What follows belongs to an exercise in optimizing a design on an open flow for a short achievable clock period and few clock cycles; a production flow would make more cautious choices. The RTL was checked by simulation tests, not by an equivalence proof against the original design. No activity file was given, so power comes from the tool's default toggle rates.

$ cat design/flow/design.v
module Adder(input [31:0] a, input [31:0] b, input cin, output [31:0] s, output cout);
  wire [31:0] g [0:5];
  wire [31:0] p [0:5];
  wire [31:0] p0 = a ^ b;
  assign g[0] = {a[31:1] & b[31:1], (a[0] & b[0]) | (p0[0] & cin)};
  assign p[0] = p0;
  genvar k, i;
  generate
    for (k = 1; k <= 5; k = k + 1) begin : lvl
      for (i = 0; i < 32; i = i + 1) begin : bt
        if (i >= (1 << (k - 1))) begin : op
          assign g[k][i] = g[k-1][i] | (p[k-1][i] & g[k-1][i - (1 << (k - 1))]);
          assign p[k][i] = p[k-1][i] & p[k-1][i - (1 << (k - 1))];
        end else begin : pass
          assign g[k][i] = g[k-1][i];
          assign p[k][i] = p[k-1][i];
        end
      end
    end
  endgenerate
  assign s = p0 ^ {g[5][30:0], cin};
  assign cout = g[5][31];
endmodule
module MIPS(input clk,input rst,
  output [31:0] imem_addr,input [31:0] imem_rdata,
  output [31:0] dmem_addr,output [31:0] dmem_wdata,output dmem_we,input [31:0] dmem_rdata);
  reg  [31:0] pcF;
  reg  [31:0] pcO;
  assign imem_addr = pcO;
  reg         bv0, bv1, bptr;
  reg  [31:0] bt0, bt1, bg0, bg1;
  wire        h0 = bv0 && (bt0 == pcF);
  wire        h1 = bv1 && (bt1 == pcF);
  wire        bhit = h0 | h1;
  wire [31:0] btgt = h0 ? bg0 : bg1;
  wire [31:0] pc4F = pcF + 32'd4;
  reg         vD, predD;
  reg  [31:0] irD, pcD;
  wire [5:0] op = irD[31:26];
  wire [4:0] rs = irD[25:21];
  wire [4:0] rt = irD[20:16];
  wire [4:0] rd = irD[15:11];
  wire isR   = (op == 6'b000000);
  wire isI   = (op[5:3] == 3'b001);
  wire isLd  = (op == 6'b010000);
  wire isSt  = (op[5:3] == 3'b010) && (op[2:0] != 3'b000);
  wire isJ   = (op == 6'b011000);
  wire isJr  = (op == 6'b011001);
  wire isPj  = (op == 6'b011010);
  wire isBeq = (op == 6'b011011);
  wire isBne = (op == 6'b011100);
  wire isBr  = isBeq | isBne;
  wire jmp   = isJ | isPj;
  wire [4:0] srcA = isPj ? 5'd29 : rs;
  wire useA = isR | isI | isLd | isSt | isJr | isBr | isPj;
  wire useB = isR | isSt | isBr | isPj;
  wire [4:0] dst = isR ? rd : (isPj ? 5'd29 : rt);
  wire wen = (isR | isI | isLd | isPj) && (dst != 5'd0);
  wire [2:0] fsel = isR ? irD[2:0] : (isI ? op[2:0] : 3'b000);
  wire [31:0] imm = {{16{irD[15]}}, irD[15:0]};
  wire [31:0] off = {{6{irD[25]}}, irD[25:0]};
  wire [31:0] rf [0:31];
  assign rf[0] = 32'd0;
  wire [31:0] rzf;
  assign rzf[0] = 1'b1;
  wire [31:0] rfA = rf[rs];
  wire [31:0] rfB = rf[rt];
  wire [31:0] pc4D = pcD + 32'd4;
  wire [31:0] tgtD;
  wire        cTgt;
  Adder tgtA(pc4D, {(jmp ? off[29:0] : imm[29:0]), 2'b00}, 1'b0, tgtD, cTgt);
  wire backBr = isBr && irD[15];
  reg         wenE, ldE, stE, brE, beqE, jrE, predE, bhE;
  reg         addIE;     
  reg         addIM, zSumM;    
  reg  [4:0]  dstE;
  reg  [4:0]  fE;
  reg  [31:0] aE, bE, sE, pcE, pc4E, tgtE;
  reg         fAM, fAW, fBM, fBW, fSM, fSW;
  reg         stallE;    
  reg         insV; reg [31:0] insT, insG;    
  reg         wenM, ldM, weM;
  reg  [4:0]  dstM;
  reg  [31:0] aluO, wdM, resW;
  reg  [31:0] aluMn;
  wire [31:0] aluM = ~aluMn;
  wire ldDep = vD && ldE && ((useA && srcA == dstE) || (useB && rt == dstE));
  wire [31:0] a  = fAM ? aluM : (fAW ? resW : aE);
  wire [31:0] b  = fBM ? aluM : (fBW ? resW : bE);
  wire [31:0] sd = fSM ? aluM : (fSW ? resW : sE);
  wire [31:0] sum, diff;
  wire        cSum, cDiff;
  Adder addE(a, b, 1'b0, sum, cSum);
  Adder subE(a, ~b, 1'b1, diff, cDiff);
  wire [31:0] alu = ({32{fE[0]}} & sum) | ({32{fE[1]}} & diff) | ({32{fE[2]}} & (a & b)) |
                    ({32{fE[3]}} & (a | b)) | {31'd0, fE[4] & !cDiff};
  wire eqEE = (aE == sE),   eqEM = (aE == aluM),   eqEW = (aE == resW);
  wire eqME = (aluM == sE), eqMW = (aluM == resW), eqWE = (resW == sE);
  wire eqA_E = fSM ? eqEM : (fSW ? eqEW : eqEE);
  wire eqA_M = fSM ? 1'b1 : (fSW ? eqMW : eqME);
  wire eqA_W = fSM ? eqMW : (fSW ? 1'b1 : eqWE);
  wire eq = fAM ? eqA_M : (fAW ? eqA_W : eqA_E);
  wire takenE = brE && (beqE ? eq : !eq);
  wire mispE = brE && (takenE != predE);
  wire redirE = !stallE && (mispE | jrE);
  wire [31:0] jrTE, jrTM, jrTW;
  wire        cJrE, cJrM, cJrW;
  Adder jrAE(pc4E, {aE[29:0], 2'b00}, 1'b0, jrTE, cJrE);
  Adder jrAM(pc4E, {aluM[29:0], 2'b00}, 1'b0, jrTM, cJrM);
  Adder jrAW(pc4E, {resW[29:0], 2'b00}, 1'b0, jrTW, cJrW);
  wire [31:0] jrT = fAM ? jrTM : (fAW ? jrTW : jrTE);
  wire btbIns = !stallE && brE && takenE && !bhE;
  wire [31:0] wb = ldM ? dmem_rdata : aluM;
  wire [4:0]  rz   = (rs == 5'd0) ? rt : rs;
  wire        zCmp = isBr && (rs == 5'd0 || rt == 5'd0);
  wire        hitE = wenE && dstE == rz;
  wire        hitM = wenM && dstM == rz;
  wire        sumZE = &((aE ^ bE) ~^ {aE[30:0] | bE[30:0], 1'b0});
  wire        sumZM = &((aluM ^ bE) ~^ {aluM[30:0] | bE[30:0], 1'b0});
  wire        sumZW = &((resW ^ bE) ~^ {resW[30:0] | bE[30:0], 1'b0});
  wire        sumZ = fAM ? sumZM : (fAW ? sumZW : sumZE);
  wire        zRF  = rzf[rz];
  wire        zVal = (rz == 5'd0) | (hitE ? sumZ : (hitM ? zSumM : zRF));
  wire        resD = zCmp && (rz == 5'd0 || (hitE ? addIE : (hitM ? addIM : 1'b1)));
  wire        takenD = isBeq ? zVal : !zVal;
  wire        wantT = jmp | (isBr && (resD ? takenD : (predD | backBr)));
  wire redirD = vD && (wantT != predD);
  wire [31:0] seqPC = bhit ? btgt : pc4F;
  wire [31:0] xT = (vD && !predD) ? tgtD : seqPC;    
  wire [31:0] xN = (vD && predD) ? pc4D : seqPC;     
  wire        brR = brE && !stallE;
  wire        jrR = jrE && !stallE;
  wire [31:0] tTT = predE ? xT : tgtE;
  wire [31:0] tTN = predE ? xN : tgtE;
  wire [31:0] tNT = predE ? pc4E : xT;
  wire [31:0] tNN = predE ? pc4E : xN;
  wire [31:0] oT  = jrR ? jrT : (stallE ? pcF : xT);
  wire [31:0] oN  = jrR ? jrT : (stallE ? pcF : xN);
  wire [31:0] nextPC = brR ? (takenE ? (wantT ? tTT : tTN) : (wantT ? tNT : tNN))
                           : (wantT ? oT : oN);
  always @(posedge clk)
    pcO <= rst ? 32'd0 : nextPC;
  always @(posedge clk or posedge rst) begin
    if (rst) begin
      pcF <= 32'd0;
      vD <= 1'b0;
      wenE <= 1'b0; ldE <= 1'b0; stE <= 1'b0; brE <= 1'b0; jrE <= 1'b0; stallE <= 1'b0;
      wenM <= 1'b0; ldM <= 1'b0; weM <= 1'b0; addIM <= 1'b0;
      bv0 <= 1'b0; bv1 <= 1'b0; bptr <= 1'b0; insV <= 1'b0;
    end else begin
      pcF <= nextPC;
      if (redirE)
        vD <= 1'b0;
      else if (!stallE)
        vD <= !redirD;
      if (stallE) begin
        stallE <= 1'b0;
      end else if (redirE || !vD) begin
        wenE <= 1'b0; ldE <= 1'b0; stE <= 1'b0; brE <= 1'b0; jrE <= 1'b0;
      end else begin
        wenE <= wen; ldE <= isLd && wen; stE <= isSt | isPj; brE <= isBr; jrE <= isJr;
        stallE <= ldDep;
      end
      wenM <= wenE && !stallE; ldM <= ldE && !stallE; weM <= stE && !stallE;
      addIM <= addIE && !stallE;
      insV <= btbIns;
      if (insV) begin
        if (bptr) bv1 <= 1'b1; else bv0 <= 1'b1;
        bptr <= ~bptr;
      end
    end
  end
  always @(posedge clk) begin
    if (!stallE) begin
      irD   <= imem_rdata;
      pcD   <= pcF;
      predD <= bhit;
    end
    if (stallE) begin
      aE  <= a;  fAM <= 1'b0; fAW <= fAM;
      bE  <= b;  fBM <= 1'b0; fBW <= fBM;
      sE  <= sd; fSM <= 1'b0; fSW <= fSM;
    end else begin
      beqE  <= isBeq;
      addIE <= (isI && op[2:0] == 3'b000) || isPj;
      predE <= wantT;
      bhE   <= predD;
      dstE  <= dst;
      fE    <= {fsel[2], fsel == 3'b011, fsel == 3'b010, fsel == 3'b001, fsel == 3'b000};
      aE    <= isPj ? rf[29] : rfA;
      bE    <= isR ? rfB : (isPj ? 32'd4 : imm);
      sE    <= rfB;
      pcE   <= pcD;
      pc4E  <= pc4D;
      tgtE  <= tgtD;
      fAM   <= wenE && dstE == srcA;
      fAW   <= !(wenE && dstE == srcA) && wenM && dstM == srcA;
      fBM   <= isR && wenE && dstE == rt;
      fBW   <= isR && !(wenE && dstE == rt) && wenM && dstM == rt;
      fSM   <= wenE && dstE == rt;
      fSW   <= !(wenE && dstE == rt) && wenM && dstM == rt;
    end
    dstM <= dstE;
    zSumM <= sumZ;
    aluO  <= alu;
    aluMn <= ~alu;
    wdM  <= sd;
    resW <= wb;
    insT <= pcE;
    insG <= tgtE;
    if (insV) begin
      if (bptr) begin bt1 <= insT; bg1 <= insG; end
      else      begin bt0 <= insT; bg0 <= insG; end
    end
  end
  genvar g;
  generate
    for (g = 1; g < 32; g = g + 1) begin : regs
      reg [31:0] q;
      reg        z;
      if (g == 29) begin : sp
        always @(posedge clk or posedge rst)
          if (rst) begin
            q <= 32'h000186A0;
            z <= 1'b0;
          end else if (wenM && dstM == g) begin
            q <= wb;
            z <= ~|wb;
          end
      end else begin : gp
        always @(posedge clk)
          if (wenM && dstM == g) begin
            q <= wb;
            z <= ~|wb;
          end
      end
      assign rf[g] = q;
      assign rzf[g] = z;
    end
  endgenerate
  assign dmem_addr  = aluO;
  assign dmem_wdata = wdM;
  assign dmem_we    = weM;
endmodule
$ cat design/flow/flow/run.sh
#!/bin/bash
set -euo pipefail
work=$(pwd)
bash standard.sh SYNTH_SCRIPT="$work/flow/synth_fast.tcl" ADDER_MAP_FILE= SETUP_SLACK_MARGIN=8.5 MATCH_CELL_FOOTPRINT=0 finish > make_finish.log 2>&1
$ cat design/flow/flow/synth_fast.tcl
proc synth {args} { yosys synth -nofsm -noshare {*}$args }
# Map with a delay-driven ABC script in place of ORFS's abc_speed script.
proc abc {args} {
  set i [lsearch $args -script]
  set args [lreplace $args $i [expr {$i + 1}] -script "+strash;balance;rewrite;refactor;balance;rewrite,-z;refactor,-z;balance;dch,-f;map,-D,400;buffer,-c;topo;upsize,-c;dnsize,-c"]
  yosys abc {*}$args
}
source $::env(SCRIPTS_DIR)/synth.tcl
# left out here: clear keep_hierarchy, flatten, clean up, hide names made inside functions, write 1_2_yosys.v
$ cat design/flow/standard.sh
#!/bin/bash
# synth_recipe.tcl (not shown) runs the flow's synth.tcl, then flattens the netlist and writes it again
# the make line also repeats each setting of config.mk as NAME=value (left out here)
make -C /OpenROAD-flow-scripts/flow DESIGN_CONFIG=/design/flow/config.mk WORK_HOME=/design/flow/orfs CLKGATE_MAP_FILE= SYNTH_SCRIPT=/design/flow/synth_recipe.tcl "${@:-finish}"
$ cat design/flow/config.mk
export PLATFORM = sky130hd
export DESIGN_NAME = MIPS
export DESIGN_NICKNAME = MIPS
export VERILOG_FILES = /design/flow/design.v
export SDC_FILE = /design/flow/constraint.sdc
export NUM_CORES = 4
export LEC_CHECK = 0
export CAP_MARGIN = 20
export CORE_MARGIN = 2
export CORE_UTILIZATION = 40
export PLACE_DENSITY = 0.6
export SETUP_SLACK_MARGIN = 5
export SLEW_MARGIN = 20
$ cat design/flow/constraint.sdc
create_clock -name core_clock -period 11.5 [get_ports {clk}]
set_input_delay 2.3000 -clock core_clock [delete_from_list [all_inputs] [get_ports {clk}]]
set_output_delay 2.3000 -clock core_clock [all_outputs]
set_load 0.01 [all_outputs]
==> impl_metrics.toml, run 1 <==
[worst_setup_path]
crit_type = "flip-flop to output pin"
critical-path-top-delay-family = "flip-flops"
cp.arrival_ps = 1450
crit_chain = "buf_6"
critPathLaunchType = "flip-flop"
endpoint_kind = "output pin"
critPathMaxStageDelay_ps = 420
crit_fanout = 1
path_buf_inv = 1
required_ps = 9200
cpMaxStageDelayCell = "dfxtp_4"

[sta]
slew_headroom = 0.1466
max_freq_mhz = 266.4
finalSetupTns_ps = 0
skew_ps = 110.8
maxSlewViolCount = 0
period_needed_ps = 3753
timing.final.hold_violations = 0
tightest_slew_ps = 1280
final-setup-viol-count = 0
rsz0062_at_grt = "true"
fin_crit_sh = 0.3264

[clock_network]
cts_buffer_depth = 3
hold_buffers = 0
cts_tree = "done"
clkSinkCount = 1695
cts_root_buffer = "clkbuf_16"
path_clk_slew_ps = 70
cts_buffers = 185
clk_latency_ps = 910
h-tree-depth = 4

[hold_path]
worstHoldPathType = "flip-flop to flip-flop"

[floorplan]
rows = 173
initial_core_util = 0.4016
num_io_pins = 163
die_x_um = 475.8
dieArea_um2 = 226300
die_h_um = 475.8
core_area_um2 = 221700

[synthesis]
synth-edff-count = 1285
ys_async_sr_fraction = 0.04720
synth_area_um2 = 89020
avgSynthCellArea_um2 = 9.179
synth_fp_nets = 9764
ys.warnings.count = 2
synth_cells = 9698
synth.top_cell.area_share = 0.4335
ys_ff_latch = 1695
synthTopCellsByArea = "edfxtp_1, dfxtp_1, nand2_1"
synth_top_area_cell = "edfxtp_1"
synth-main-ff-cell = "edfxtp_1"
synth_cell_type_count = 99
ys_seq_area_frac = 0.5302

[cells_and_area]
area_growth_pct = 37.34
final_cell_mix = "nand2_1, edfxtp_1, inv_1"
finish.utilization = 0.5516
final_common_cell = "nand2_1"
final_nets = 10937
nFillCells = 19178
drive_gt1_frac = 0.3110
seqCellArea_um2 = 47690
multi_input_area_um2 = 44570

[routing]
ant_nets = 0
wl_per_cell_um = 40.41
drcViolationCount = 0
via_per_inst = 6.913
first_pass_iters = 14
wl_um = 567500
first_iter_violations = 18751
vias = 97077

[placed_design]
dpl.hpwl_um = 353300
portBuffers = 162
gp_congestion = 1.059

[grt]
grt_pass1_vias = 87120
grt_max_degree = 69
antenna_found_initial = 52
grt_pass1_wl_um = 728400
gr-total-overflow = 0
grtUsageTotal = 0.4715

[run]
drv_cap = 0

[power]
p_leak_nw = 47.00
peakVddDrop_mv = 0.1845
p_per_area_nw_per_um2 = 208.4

[run_status]
status = "no timing/DRC/antenna violations"
## flip-flops by register name (all words and copies together), names as in the netlist, 31 cells and up
name and count:
resW 32, irD 32, bt0 32, wdM 32, pcF 32, pcD 32, pcE 32, bt1 32
pcO 32, regs.z 31, aluO 32, sE 32, aE 32, aluMn 32, regs.q 992, bE 32
insG 32
## what timing repair did
item / in CTS / in global routing
resized for setup: 2377 / 891
hold endpoints to repair: 0 / 0
endpoints found under the setup margin: 598 / 460
pin swaps: 374 / 383
gates cloned: 76 / 19
setup buffers: 640 / 300
## final cells by class
| type | instances | area share |
|---|---|---|
| repair inverters | 2 | 0.0001842 |
| clock inverters | 114 | 0.01092 |
| repair buffers | 1414 | 0.1289 |
| flip-flops and latches | 1695 | 0.3900 |
| multi-input cells | 6558 | 0.3646 |
| inverters | 1015 | 0.03373 |
| clock buffers | 231 | 0.04045 |
| well taps | 2975 | 0.03045 |
| diodes | 39 | 0.0007982 |
## cells in the mapped netlist, drive strengths merged, types with 36 or more instances
cell type	instances
a22oi	693
dfxtp	330
edfxtp	1285
dfrtp	74
xnor2	36
o21bai	57
nand2	1687
clkbuf	310
o21a	43
nand3	456
or2	42
a221oi	140
xor2	78
nand4	338
nor3	91
o21ai	531
o211ai	176
a31oi	72
nor2	926
o2111ai	66
o22ai	184
a21oi	463
buf	134
a22o	37
nor4	65
inv	1003
## kinds of logic (layout without fill, tap and decap cells)
family | Yosys count | after routing | synth area share
buffers and inverters | 1459 | 2776 | 0.06484
muxes | 19 | 19 | 0.002347
and+or+nand+nor | 3699 | 3706 | 0.1824
other | 0 | 39 | 0
DFF | 1695 | 1695 | 0.5302
xor gates and xnor gates | 131 | 131 | 0.01555
AOI/OAI and AO/OA | 2695 | 2702 | 0.2046
## stage by stage
step	hold WS [ps]	total power [mW]	cells	setup WS, ps	area [um2]
finish	318.4	25.48	14043	7747	122300
global route	313.1	25.99	14010	7721	122200
CTS	302.3	24.13	13684	7743	115500
detailed placement	326.9	16.16	12623	6077	95340
global placement	324.6	16.18	12621	6070	95320
floorplan	323.3	12.51	9698	7897	89480
## final timing paths
check / to / depth (start not counted) / from / slack (ps)
max in group asynchronous: regs[29].q[15] / 4 / rst / 8460
max reg2reg: pcO[14] / 18 / resW[13] / 7800
min reg2reg: insT[14] / 0 / pcE[14] / 320
min: insT[14] / 0 / pcE[14] / 320
max: dmem_addr[7] / 1 / aluO[7] / 7750
min in group asynchronous: pcF[1] / 3 / rst / 2080
## where the power goes
group          internal (mW)  total [mW]  switching (mW)
clock network           3.49        6.26            2.77
logic                   3.41        10.2            6.82
registers               7.77        9.00            1.23
## layer usage
layer  track usage  vias to the layer above  share of wire
li1              -                    37933              -
met1        0.5651                    46848           0.34
met2        0.6642                     9318           0.40
met3        0.1841                     2936           0.15
met4        0.3893                       42           0.11
met5       0.01258                        -         0.0011
Testbench counts, summed over its fixed seeds: cycles 78,946.
==> run 2, diff against run 1 <==
==> design/flow/flow/run.sh (replaced) <==
#!/bin/bash
set -euo pipefail
work=$(pwd)
bash standard.sh SYNTH_SCRIPT="$work/flow/synth_fast.tcl" ADDER_MAP_FILE= SETUP_SLACK_MARGIN=9 MATCH_CELL_FOOTPRINT=0 finish > make_finish.log 2>&1
==> impl_metrics.toml, run 2 <==
[routing]
wl_per_cell_um = 40.63
wl_um = 583200
ant_nets = 0
first_iter_violations = 18745
via_per_inst = 6.945
first_pass_iters = 15
drcViolationCount = 0
vias = 99684

[synthesis]
synthSimpleGateAreaFrac = 0.1824
muxShareOfSynthArea = 0.002347
synth_top_area_cell = "edfxtp_1"
avgSynthCellArea_um2 = 9.179
synth-main-ff-cell = "edfxtp_1"
synth_cells = 9698
synth_top_family_by_area = "compound AO/OA/AOI/OAI gates"
ys_ff_latch = 1695
synth_fp_nets = 9764
ys_async_sr_fraction = 0.04720
synth-edff-count = 1285
synth_area_um2 = 89020
synth_compound_area_frac = 0.2046
synth.most_common_cell = "nand2_1"
ys.warnings.count = 2
synthTopCellsByArea = "edfxtp_1, dfxtp_1, nand2_1"
synthAdderAreaFrac = 0
ys_seq_area_frac = 0.5302
synth.top_cell.area_share = 0.4335
synth_cell_type_count = 99
synthTopCellsByCount = "nand2_1, edfxtp_1, inv_1, nor2_1, a22oi_1"
synth_xor_area_frac = 0.01555

[worst_setup_path]
crit_type = "flip-flop to output pin"
r2r_slack_ps = 7830
reg2reg_from = "pcD[17]"
required_ps = 9200
r2r_cells = 20
crit_fanout = 1
cp-startpoint = "weM"
critical-path-top-delay-family = "flip-flops"
critPathMaxStageDelay_ps = 430
cp.arrival_ps = 1480
reg2reg_to = "pcO[28]"
cpMaxStageDelayCell = "dfrtp_1"
endpoint_kind = "output pin"
critPathLaunchType = "flip-flop"
crit_end = "dmem_we"
path_buf_inv = 1
worst-path-stages = 1
crit_chain = "buf_2"

[run_status]
so_faults = "capacitance limit, slew limit"
status = "finished with violations"

[sta]
finalSetupTns_ps = 0
final-setup-viol-count = 0
timing.final.hold_violations = 0
skew_ps = 101.4
maxSlewViolCount = 2
period_needed_ps = 3784
rsz0062_at_grt = "true"
slew_headroom = -0.2298
max_freq_mhz = 264.3
fin_crit_sh = 0.3291
tightest_slew_ps = 1845

[clock_network]
cts_root_buffer = "clkbuf_16"
clkSinkCount = 1695
cts_buffer_depth = 3
hold_buffers = 0
cts_buffers = 185
h-tree-depth = 4
clk_latency_ps = 920
path_clk_slew_ps = 70
cts_tree = "done"

[cells_and_area]
area_growth_pct = 46.22
final_cell_mix = "nand2_1, edfxtp_1, buf_4"
drive_gt1_frac = 0.3732
largest_reg_flops = 992
final_common_cell = "nand2_1"
top_register = "regs.q"
final_nets = 11244
finish.utilization = 0.5872
nFillCells = 18235

[hold_path]
hold_start = "pcE[30]"
worstHoldPathType = "flip-flop to flip-flop"

[floorplan]
core_area_um2 = 221700
num_io_pins = 163
initial_core_util = 0.4016
dieArea_um2 = 226300
die_x_um = 475.8
die_h_um = 475.8
rows = 173

[placed_design]
portBuffers = 162
gp_congestion = 1.053
dpl.hpwl_um = 351000

[grt]
grt_pass1_wl_um = 756000
grtUsageTotal = 0.4902
grt_max_degree = 117
antenna_found_initial = 55
gr-total-overflow = 0
grt_pass1_vias = 90651

[power]
p_leak_nw = 49.86
p_per_area_nw_per_um2 = 205.0
peakVddDrop_mv = 0.1586

[run]
drv_cap = 1
==> run 2: cell type report <==
type,count,area (um2),share of cell area
antenna,36,90.09,0.0006921
clock buffer,267,5220,0.04010
clock inverter,84,1136,0.008728
inverter,1015,4307,0.03309
multi-input combinational,6553,48310,0.3711
sequential,1695,47750,0.3668
tap,2975,3722,0.02860
timing repair buffer,1724,19560,0.1503
timing repair inverter,4,72.57,0.0005575
==> run 2: worst min path at each step <==
stage          endpoint  slack [ps]  cells past startpoint
2_1_floorplan  insT[10]         320                      0
3_3_place_gp   insT[14]         320                      0
3_5_place_dp   insT[19]         330                      0
4_1_cts         insT[3]         270                      0
5_1_grt        insT[14]         290                      0
6_report       insT[30]         290                      0
==> run 2: power by group <==
part	switching, mW	internal, mW	leakage (nW)
Clock	2.77	3.57	3.08
Sequential	1.26	7.78	15.7
Combinational	7.30	4.00	31.0
==> run 2: worst register-to-register path: cells and delay by family (launching register included) <==
family	cells	cell delay (ps)
simple gates	16	2160
flops	1	590
compound gates	2	490
buf+inv	2	420
==> run 2: cells by family after synthesis <==
group / after synthesis
simple gates: 3699
compound gates: 2695
buf+inv: 1459
mux: 19
flops: 1695
xor+xnor: 131
==> run 2: per-layer routing <==
metal,share of wire,up-vias,track usage
met5,0.0016,-,0.01023
met4,0.12,43,0.4375
met3,0.15,3372,0.1997
met2,0.39,9785,0.6802
met1,0.33,47911,0.5785
li1,-,38573,-
==> run 2: through the flow <==
| step | total power [mW] | hold slack (ps) | worst slack, ps | cell area (um2) | instances |
|---|---|---|---|---|---|
| 2_1_floorplan | 12.59 | 323.3 | 7930 | 90390 | 9698 |
| 3_3_place_gp | 16.24 | 324.2 | 5677 | 96090 | 12625 |
| 3_5_place_dp | 16.23 | 326.9 | 5855 | 96140 | 12627 |
| 4_1_cts | 24.97 | 271.6 | 7691 | 122400 | 13977 |
| 5_1_grt | 27.18 | 289.2 | 7680 | 130100 | 14319 |
| 6_report | 26.68 | 294.9 | 7716 | 130200 | 14353 |
==> run 2: timing repair <==
item | CTS | global route
cloned | 89 | 16
pin swaps | 626 | 682
buffers inserted | 910 | 324
resized for setup | 3068 | 1072
endpoints found under the setup margin | 2112 | 1071
==> run 3, diff against run 2 <==
==> design/flow/flow/run.sh (replaced) <==
#!/bin/bash
set -euo pipefail
work=$(pwd)
args=(SYNTH_SCRIPT="$work/flow/synth_fast.tcl" ADDER_MAP_FILE= SETUP_SLACK_MARGIN=8.5 MATCH_CELL_FOOTPRINT=0)
bash standard.sh "${args[@]}" place > make_place.log 2>&1
res="$work/orfs/results/$FLOW_PLATFORM/MIPS/base"
cp "$res/3_place.odb" "$res/3_place_unmoved.odb"
ODB_IN="$res/3_place_unmoved.odb" ODB_OUT="$res/3_place.odb" openroad -no_init -exit "$work/flow/move_out_ffs.tcl" > move_out_ffs.log 2>&1
touch "$res/3_place.odb" "$res/3_place.sdc"
bash standard.sh "${args[@]}" finish > make_finish.log 2>&1
==> design/flow/flow/move_out_ffs.tcl (new file) <==
# Move each flip-flop that drives an output port's buffer next to that buffer,
# then legalize. Reads ODB_IN, writes ODB_OUT.
read_db $::env(ODB_IN)
set block [ord::get_db_block]
set moved 0
foreach bterm [$block getBTerms] {
  if {[$bterm getIoType] != "OUTPUT"} { continue }
  set net [$bterm getNet]
  set buf ""
  foreach it [$net getITerms] { if {[$it isOutputSignal]} { set buf [$it getInst] } }
  if {$buf == ""} { continue }
  set ff ""
  foreach it [$buf getITerms] {
    if {[$it isInputSignal]} {
      set n2 [$it getNet]
      if {$n2 == "NULL" || $n2 == ""} { continue }
      foreach it2 [$n2 getITerms] { if {[$it2 isOutputSignal]} { set ff [$it2 getInst] } }
    }
  }
  if {$ff == ""} { continue }
  set m [[$ff getMaster] getName]
  if {![string match "*df*" $m]} { continue }
  set loc [$buf getLocation]
  $ff setLocation [lindex $loc 0] [lindex $loc 1]
  incr moved
}
puts "moved $moved flip-flops"
detailed_placement
check_placement
write_db $::env(ODB_OUT)
==> impl_metrics.toml, run 3 <==
[run_status]
status = "no timing/DRC/antenna violations"

[floorplan]
initial_core_util = 0.4016
die_x_um = 475.8
dieArea_um2 = 226300
num_io_pins = 163
core_area_um2 = 221700
rows = 173
die_h_um = 475.8

[sta]
slew_headroom = 0.1556
final-setup-viol-count = 0
hold-worst-slack_ps = 338.0
max_freq_mhz = 266.3
rsz0062_at_grt = "true"
timing.final.hold_violations = 0
tightest_slew_ps = 1266
skew_ps = 47.97
finalSetupTns_ps = 0
maxSlewViolCount = 0
period_needed_ps = 3755
layout_setup_ws_ps = 7746
fin_crit_sh = 0.3265

[worst_setup_path]
critPathMaxStageDelay_ps = 460
endpoint_kind = "flip-flop"
crit_fanout = 23
crit_chain = "inv_2 > buf_4 > a31oi_2 > nand4_1 > nor2_1 > nand4_1 > a21oi_2 > buf_6 > o21ai_4 > nand4_1 > nand2_2 > o21ai_4 > buf_12 > nand2_8 > buf_12 > o21ai_2 > o211ai_1 > a211oi_4"
required_ps = 12270
crit_path_frequent_cell = "nand4_1"
cp.arrival_ps = 4530
reg2reg_to = "pcO[20]"
cpMaxStageDelayCell = "dfxtp_4"
critPathLaunchType = "flip-flop"
r2r_cells = 18
crit_type = "flip-flop to flip-flop"
reg2reg_from = "fAW"
r2r_slack_ps = 7750

[run]
drv_cap = 0

[cells_and_area]
final_common_cell = "nand2_1"
fin_cells = 14046
top_register = "regs.q"
area_growth_pct = 37.99
finish.utilization = 0.5542
design_area_um2 = 122800
largest_reg_flops = 992
final_cell_mix = "nand2_1, edfxtp_1, inv_1"
final_nets = 10945
drive_gt1_frac = 0.3145

[routing]
ant_nets = 0
first_pass_iters = 12
first_iter_violations = 18096
vias = 96477
wl_um = 566400
via_per_inst = 6.869
drcViolationCount = 0
wl_per_cell_um = 40.33

[grt]
use_met1 = 0.5711
grt_use_met2 = 0.6704
grt_pass1_vias = 87212
antenna_found_initial = 56
use_met3 = 0.1765
grtUsageTotal = 0.4711
top_usage_layer = "met2"
grt_pass1_wl_um = 727500
grt_max_degree = 69
gr-total-overflow = 0

[hold_path]
worstHoldPathType = "flip-flop to flip-flop"
hold_start = "pcE[2]"
worstHoldPathCells = 0
min_to = "insT[2]"

[power]
seqPwrFrac = 0.346
power_frac_comb = 0.404
internal_power_mw = 14.91
pwr-share-clk = 0.249
switchingPower_mw = 10.85
p_leak_nw = 47.19
power.total_mw = 25.76
peakVddDrop_mv = 0.1684
netSwitchingFraction = 0.4211
p_per_area_nw_per_um2 = 209.7

[clock_network]
clk_latency_ps = 950
cts_root_buffer = "clkbuf_16"
hold_buffers = 0
cts_buffer_depth = 3
clkSinkCount = 1695
h-tree-depth = 4
cts_buffers = 183
path_clk_slew_ps = 70
cts_tree = "done"

[synthesis]
avgSynthCellArea_um2 = 9.179
synth-main-ff-cell = "edfxtp_1"
synth-edff-count = 1285
ys_seq_area_frac = 0.5302
synth.top_cell.area_share = 0.4335
synth_fp_nets = 9764
synth_top_area_cell = "edfxtp_1"
synth_cell_type_count = 99
synth_area_um2 = 89020
synthTopCellsByArea = "edfxtp_1, dfxtp_1, nand2_1"
ys.warnings.count = 2
synthTopCellsByCount = "nand2_1, edfxtp_1, inv_1, nor2_1, a22oi_1"
synth_cells = 9698
ys_async_sr_fraction = 0.04720
ys_ff_latch = 1695
synth.most_common_cell = "nand2_1"

[placed_design]
portBuffers = 162
numPlacedInstances = 12623
gp_congestion = 1.059
placed_area_um2 = 95340
dpl.hpwl_um = 353300
place_ws_ps = 6077
## run 3: what timing repair did
action	CTS	global route
buffers inserted	647	305
pin swaps	348	443
gates cloned	74	20
endpoints found under the setup margin	594	420
resized for setup	2303	984
## run 3: logic make-up (layout without fill, tap and decap cells)
family	Yosys count	in the layout	synth area share
xor+xnor	131	131	0.01555
buf+inv	1459	2785	0.06484
mux	19	19	0.002347
other cells	0	33	0
flops	1695	1695	0.5302
simple gates	3699	3706	0.1824
compound gates	2695	2702	0.2046
## run 3: worst max-delay path by stage
stage             start       endpoint  cells after the start  slack (ps)
2_1_floorplan   dstM[0]  regs[11].q[0]                      5        7900
3_3_place_gp   aluMn[4]        pcO[12]                     18        6070
3_5_place_dp   aluMn[4]        pcO[12]                     18        6080
4_1_cts             weM        dmem_we                      1        7790
5_1_grt         irD[31]        pcO[28]                     21        7680
6_report            fAW        pcO[20]                     18        7750
## run 3: critical path, delay by kind of cell, from the launching register on
kind	cells	cell delay, ps
AO/OA/AOI/OAI	7	1420
buffers and inverters	5	960
flip-flops	1	460
AND/OR/NAND/NOR	6	720
## run 3: layout make-up
cell class	instances	area, um2
diodes	33	82.58
clock buffers	235	5102
clock inverters	109	1391
fillers	19177	98810
inverters	1015	4207
multi-input cells	6558	44890
flip-flops and latches	1695	47650
well taps	2975	3722
repair buffers	1422	15740
repair inverters	4	58.81
## run 3: power by group through the flow
stage | clock network [mW] | registers, mW | logic, mW
final | 6.43 | 8.92 | 10.4
after global routing | 6.64 | 8.91 | 10.7
after CTS | 6.39 | 8.82 | 9.16
after detailed placement | 0 | 9.06 | 7.10
after global placement | 0 | 9.05 | 7.13
after floorplan | 0 | 8.23 | 4.28
## run 3: per-layer routing
layer	part of all wire	wire (um)	vias to the layer above
li1	-	-	37929
met1	0.34	193800	46582
met2	0.40	226900	9124
met3	0.15	85180	2806
met4	0.11	59730	36
met5	0.0014	799	-

-- afterwards: timing with drivers on the ports --
The results above use ideal ports. As a check the final layouts listed here were re-extracted and re-timed, cells and wires unchanged. Step 1 sets driving cells, clkbuf_16 on the clock port and buf_2 on the other inputs (assumed; they add their load-dependent delay and slew). Step 2, shift: input delay + t, output delay - t, t = (earliest + latest rising clock arrival at the registers) / 2. This alone moves slack from input paths to output paths. a / b / c = ideal / step 1 / step 2; a / b = the first two.
| run | shift t [ns] | setup slack, ns | hold slack, ns | pins driven straight from the clock port |
|---|---|---|---|---|
| run 1 | 0.961 | 7.747 / 7.642 / 7.268 | 0.318 / 0.318 / 0.318 | 1 |
| run 2 | 0.972 | 7.716 / 7.611 / 7.353 | 0.295 / 0.295 / 0.295 | 1 |
| run 3 | 1.024 | 7.745 / 7.688 / 7.023 | 0.338 / 0.338 / 0.338 | 1 |
For run 3, which loses most, drivers alone change the setup slack by -0.057 ns; drivers and shift together by -0.722 ns.
